Context: an optimization exercise on an open-source flow, tuned for small area, a short achievable clock period and few clock cycles. The choices shown serve that exercise and are no tape-out recipe. Power and IR drop assume default switching activity.

## the baseline
==> flow/design.v <==
module convolution_core (
input clk,
input reset,
input upd,
input [3:0] upd_addr,
input [31:0] new_val,
input [31:0] old_val,
output [31:0] ret
);
	reg [31:0] acc_s, acc_c;
	reg        rst_q;    
	assign ret = acc_s + acc_c;
	function [31:0] shl;
		input [31:0] x;
		input [1:0] s;
		case (s)
			2'd0: shl = x;
			2'd1: shl = {x[30:0], 1'b0};
			2'd2: shl = {x[29:0], 2'b0};
			default: shl = {x[28:0], 3'b0};
		endcase
	endfunction
	reg [4:0] w;
	always @(*) begin
		case (upd_addr)
			4'd0: w = 5'b00_0_00;    
			4'd1: w = 5'b00_0_01;    
			4'd2: w = 5'b11_0_10;    
			4'd3: w = 5'b00_0_10;    
			4'd4: w = 5'b10_0_10;    
			4'd5: w = 5'b10_1_10;    
			4'd6: w = 5'b11_0_11;    
			4'd7: w = 5'b00_0_11;    
			default: w = 5'b10_0_11;    
		endcase
	end
	wire en  = upd & ~rst_q;
	wire two = en & w[4];
	wire neg = w[3];
	wire [31:0] n2 = w[2] ? {new_val[30:0], 1'b0} : new_val;
	wire [31:0] t1 = en ? shl(new_val, w[1:0]) : 32'd0;
	wire [31:0] t2 = two ? (neg ? ~n2 : n2) : 32'd0;
	wire [31:0] o2 = w[2] ? {old_val[30:0], 1'b0} : old_val;
	wire [31:0] t3 = en ? ~shl(old_val, w[1:0]) : 32'd0;
	wire [31:0] t4 = two ? (neg ? o2 : ~o2) : 32'd0;
	wire k1 = two & neg;     
	wire k2 = en;            
	wire k3 = two & ~neg;    
	wire [31:0] xs = acc_s & {32{~rst_q}};
	wire [31:0] xc = acc_c & {32{~rst_q}};
	wire [31:0] sa = xs ^ xc ^ t1;
	wire [31:0] ca = {(xs[30:0] & xc[30:0]) | (xs[30:0] & t1[30:0]) | (xc[30:0] & t1[30:0]), k1};
	wire [31:0] sb = t2 ^ t3 ^ t4;
	wire [31:0] cb = {(t2[30:0] & t3[30:0]) | (t2[30:0] & t4[30:0]) | (t3[30:0] & t4[30:0]), k2};
	wire [31:0] sc = sa ^ ca ^ sb;
	wire [31:0] cc = {(sa[30:0] & ca[30:0]) | (sa[30:0] & sb[30:0]) | (ca[30:0] & sb[30:0]), k3};
	wire [31:0] sd = sc ^ cc ^ cb;
	wire [31:0] cd = {(sc[30:0] & cc[30:0]) | (sc[30:0] & cb[30:0]) | (cc[30:0] & cb[30:0]), 1'b0};
	always @(posedge clk) begin
		rst_q <= reset;
		acc_s <= sd;
		acc_c <= cd;
	end
endmodule
`timescale 1 ps / 1 ps
module chris_slave (
		input  wire [3:0]  avs_s0_address,
		input  wire        avs_s0_read,
		output wire [31:0] avs_s0_readdata,
		input  wire        avs_s0_write,
		input  wire [31:0] avs_s0_writedata,
		output wire        avs_s0_waitrequest,
		input  wire        clock_clk,
		input  wire        reset_reset,
		output wire        LEDR
	);
	wire [3:0]  a   = avs_s0_address;
	wire [31:0] wd  = avs_s0_writedata;
	wire        rst = reset_reset;
	wire        wr  = avs_s0_write;
	wire        rd  = avs_s0_read;
	reg  [31:0] v0, v1, v2, v3, v4, v5, v6, v7, v8;
	reg  [31:0] rdata;     
	reg  [31:0] dreg;      
	reg         wait_q;    
	reg         wait2;     
	reg         led_q;     
	reg         pv;        
	reg  [3:0]  pa;        
	assign avs_s0_readdata    = rdata;
	assign avs_s0_waitrequest = wait_q;
	assign LEDR               = led_q;
	wire [31:0] wdm = wd & {32{~rst}};
	always @(posedge clock_clk) begin
		if (rst | (wr && a == 4'd0)) v0 <= wdm;
		if (rst | (wr && a == 4'd1)) v1 <= wdm;
		if (rst | (wr && a == 4'd2)) v2 <= wdm;
		if (rst | (wr && a == 4'd3)) v3 <= wdm;
		if (rst | (wr && a == 4'd4)) v4 <= wdm;
		if (rst | (wr && a == 4'd5)) v5 <= wdm;
		if (rst | (wr && a == 4'd6)) v6 <= wdm;
		if (rst | (wr && a == 4'd7)) v7 <= wdm;
		if (rst | (wr && a == 4'd8)) v8 <= wdm;
	end
	wire [31:0] res;
	reg  [31:0] rmux;
	always @(*) begin
		case (a)
			4'd0: rmux = v0;
			4'd1: rmux = v1;
			4'd2: rmux = v2;
			4'd3: rmux = v3;
			4'd4: rmux = v4;
			4'd5: rmux = v5;
			4'd6: rmux = v6;
			4'd7: rmux = v7;
			4'd8: rmux = v8;
			4'd9: rmux = res;
			default: rmux = 32'hffffffff;
		endcase
	end
	always @(posedge clock_clk) begin
		rdata <= rmux;
		dreg  <= wd;
	end
	always @(posedge clock_clk) begin
		if (rst) begin
			wait_q <= 1'b0;
			wait2  <= 1'b0;
			led_q  <= 1'b0;
			pv     <= 1'b0;
			pa     <= 4'd0;
		end else begin
			if (wr && a == 4'd8) begin
				wait_q <= 1'b1;
				wait2  <= 1'b0;
				led_q  <= 1'b1;
			end else if (rd) begin
				if (wait_q) begin
					wait2 <= 1'b1;
					if (wait2) wait_q <= 1'b0;
				end else begin
					led_q <= 1'b0;
				end
			end
			pv <= wr && (a[3] == 1'b0 || a == 4'd8);
			pa <= a;
		end
	end
	convolution_core acc (
		.clk(clock_clk),
		.reset(rst),
		.upd(pv),
		.upd_addr(pa),
		.new_val(dreg),
		.old_val(rdata),
		.ret(res)
	);
endmodule
Settings: LEC_CHECK=0, ABC_CLOCK_PERIOD_IN_PS=2500, CAP_MARGIN=20, CORE_MARGIN=2, CORE_UTILIZATION=40, SETUP_SLACK_MARGIN=3.4, SLEW_MARGIN=20; clock period 6.0 ns.
run.sh (not shown) runs the stock make flow with config.mk's settings and CLKGATE_MAP_FILE= SYNTH_SCRIPT=/design/flow/synth_recipe.tcl, a recipe that flattens the netlist after the stock synthesis.
diff inputs: the baseline => the candidate
-- flow/design.v --
<<< the baseline, line 6
input [31:0] new_val,
input [31:0] old_val,
output [31:0] ret
);
	reg [31:0] acc_s, acc_c;
	reg        rst_q;    
	assign ret = acc_s + acc_c;
	function [31:0] shl;
		input [31:0] x;
>>> the candidate, line 6
input [31:0] new_val,
input [31:0] old_val,
input [31:0] v8,
output [31:0] ret
);
	reg [31:0] acc_s, acc_c;
	reg        rst_q;    
	wire [31:0] v8s = {v8[28:0], 3'b0};
	wire [31:0] rs1 = acc_s ^ acc_c ^ v8;
	wire [31:0] rc1 = {(acc_s[30:0] & acc_c[30:0]) | (acc_s[30:0] & v8[30:0]) | (acc_c[30:0] & v8[30:0]), 1'b0};
	wire [31:0] rs2 = rs1 ^ rc1 ^ v8s;
	wire [31:0] rc2 = {(rs1[30:0] & rc1[30:0]) | (rs1[30:0] & v8s[30:0]) | (rc1[30:0] & v8s[30:0]), 1'b0};
	assign ret = rs2 + rc2;
	function [31:0] shl;
		input [31:0] x;
<<< the baseline, line 31
			4'd5: w = 5'b10_1_10;    
			4'd6: w = 5'b11_0_11;    
			4'd7: w = 5'b00_0_11;    
			default: w = 5'b10_0_11;    
		endcase
	end
>>> the candidate, line 37
			4'd5: w = 5'b10_1_10;    
			4'd6: w = 5'b11_0_11;    
			default: w = 5'b00_0_11;    
		endcase
	end
<<< the baseline, line 84
	reg  [31:0] dreg;      
	reg         wait_q;    
	reg         wait2;     
	reg         led_q;     
	reg         pv;        
>>> the candidate, line 89
	reg  [31:0] dreg;      
	reg         wait_q;    
	reg         led_q;     
	reg         pv;        
<<< the baseline, line 127
		if (rst) begin
			wait_q <= 1'b0;
			wait2  <= 1'b0;
			led_q  <= 1'b0;
			pv     <= 1'b0;
>>> the candidate, line 131
		if (rst) begin
			wait_q <= 1'b0;
			led_q  <= 1'b0;
			pv     <= 1'b0;
<<< the baseline, line 134
			if (wr && a == 4'd8) begin
				wait_q <= 1'b1;
				wait2  <= 1'b0;
				led_q  <= 1'b1;
			end else if (rd) begin
				if (wait_q) begin
					wait2 <= 1'b1;
					if (wait2) wait_q <= 1'b0;
				end else begin
					led_q <= 1'b0;
				end
			end
			pv <= wr && (a[3] == 1'b0 || a == 4'd8);
			pa <= a;
		end
>>> the candidate, line 137
			if (wr && a == 4'd8) begin
				wait_q <= 1'b1;
				led_q  <= 1'b1;
			end else if (rd) begin
				if (wait_q) wait_q <= 1'b0;
				else        led_q  <= 1'b0;
			end
			pv <= wr && a[3] == 1'b0;
			pa <= a;
		end
<<< the baseline, line 155
		.new_val(dreg),
		.old_val(rdata),
		.ret(res)
	);
>>> the candidate, line 153
		.new_val(dreg),
		.old_val(rdata),
		.v8(v8),
		.ret(res)
	);
Results
Of the candidate and the baseline, the lower final wirelength belongs to the candidate.
Area growth from synthesis to layout: higher on the candidate
Compared with the baseline, in the candidate worst setup margin shrank by 0.43 ns; share of the clock period used by the worst path grew by 7.2 points; peak ir drop on the vdd network grew by 15 µV.
Function was not checked in any run of this note: the RTL went through the layout flow alone.

## static timing again, ports no longer ideal
The results above use ideal ports. As a check the final layouts listed here were re-extracted and re-timed, cells and wires unchanged.
Step 1 assumes that a clkbuf_16 drives the clock port and a buf_2 every other input.
Step 2 adds t to the input delays and takes it off the output delays; t is the mean of the earliest and latest rising clock arrival at the registers after step 1. Input paths then give back, and output paths get back, about the clock's delay inside the block.
Slacks: ideal ports / drivers / drivers and shift; pairs: ideal ports / drivers.
| run | shift t [ns] | slack for setup (ns) | worst hold slack (ns) | latest minus earliest clock arrival (ns) | worst data-port slew with drivers (ns) |
|---|---|---|---|---|---|
| the baseline | 0.659 | 2.900 / 2.900 / 2.630 | 0.476 / 0.476 / 0.476 | 0.014 / 0.015 | 0.06 |
| the candidate | 0.633 | 2.470 / 2.470 / 2.466 | 0.475 / 0.475 / 0.475 | 0.041 / 0.040 | 0.07 |
After both steps every run listed still meets setup and hold. The setup slack of the baseline, which loses most, moves by 0.000 ns with the drivers and by -0.270 ns with both steps.
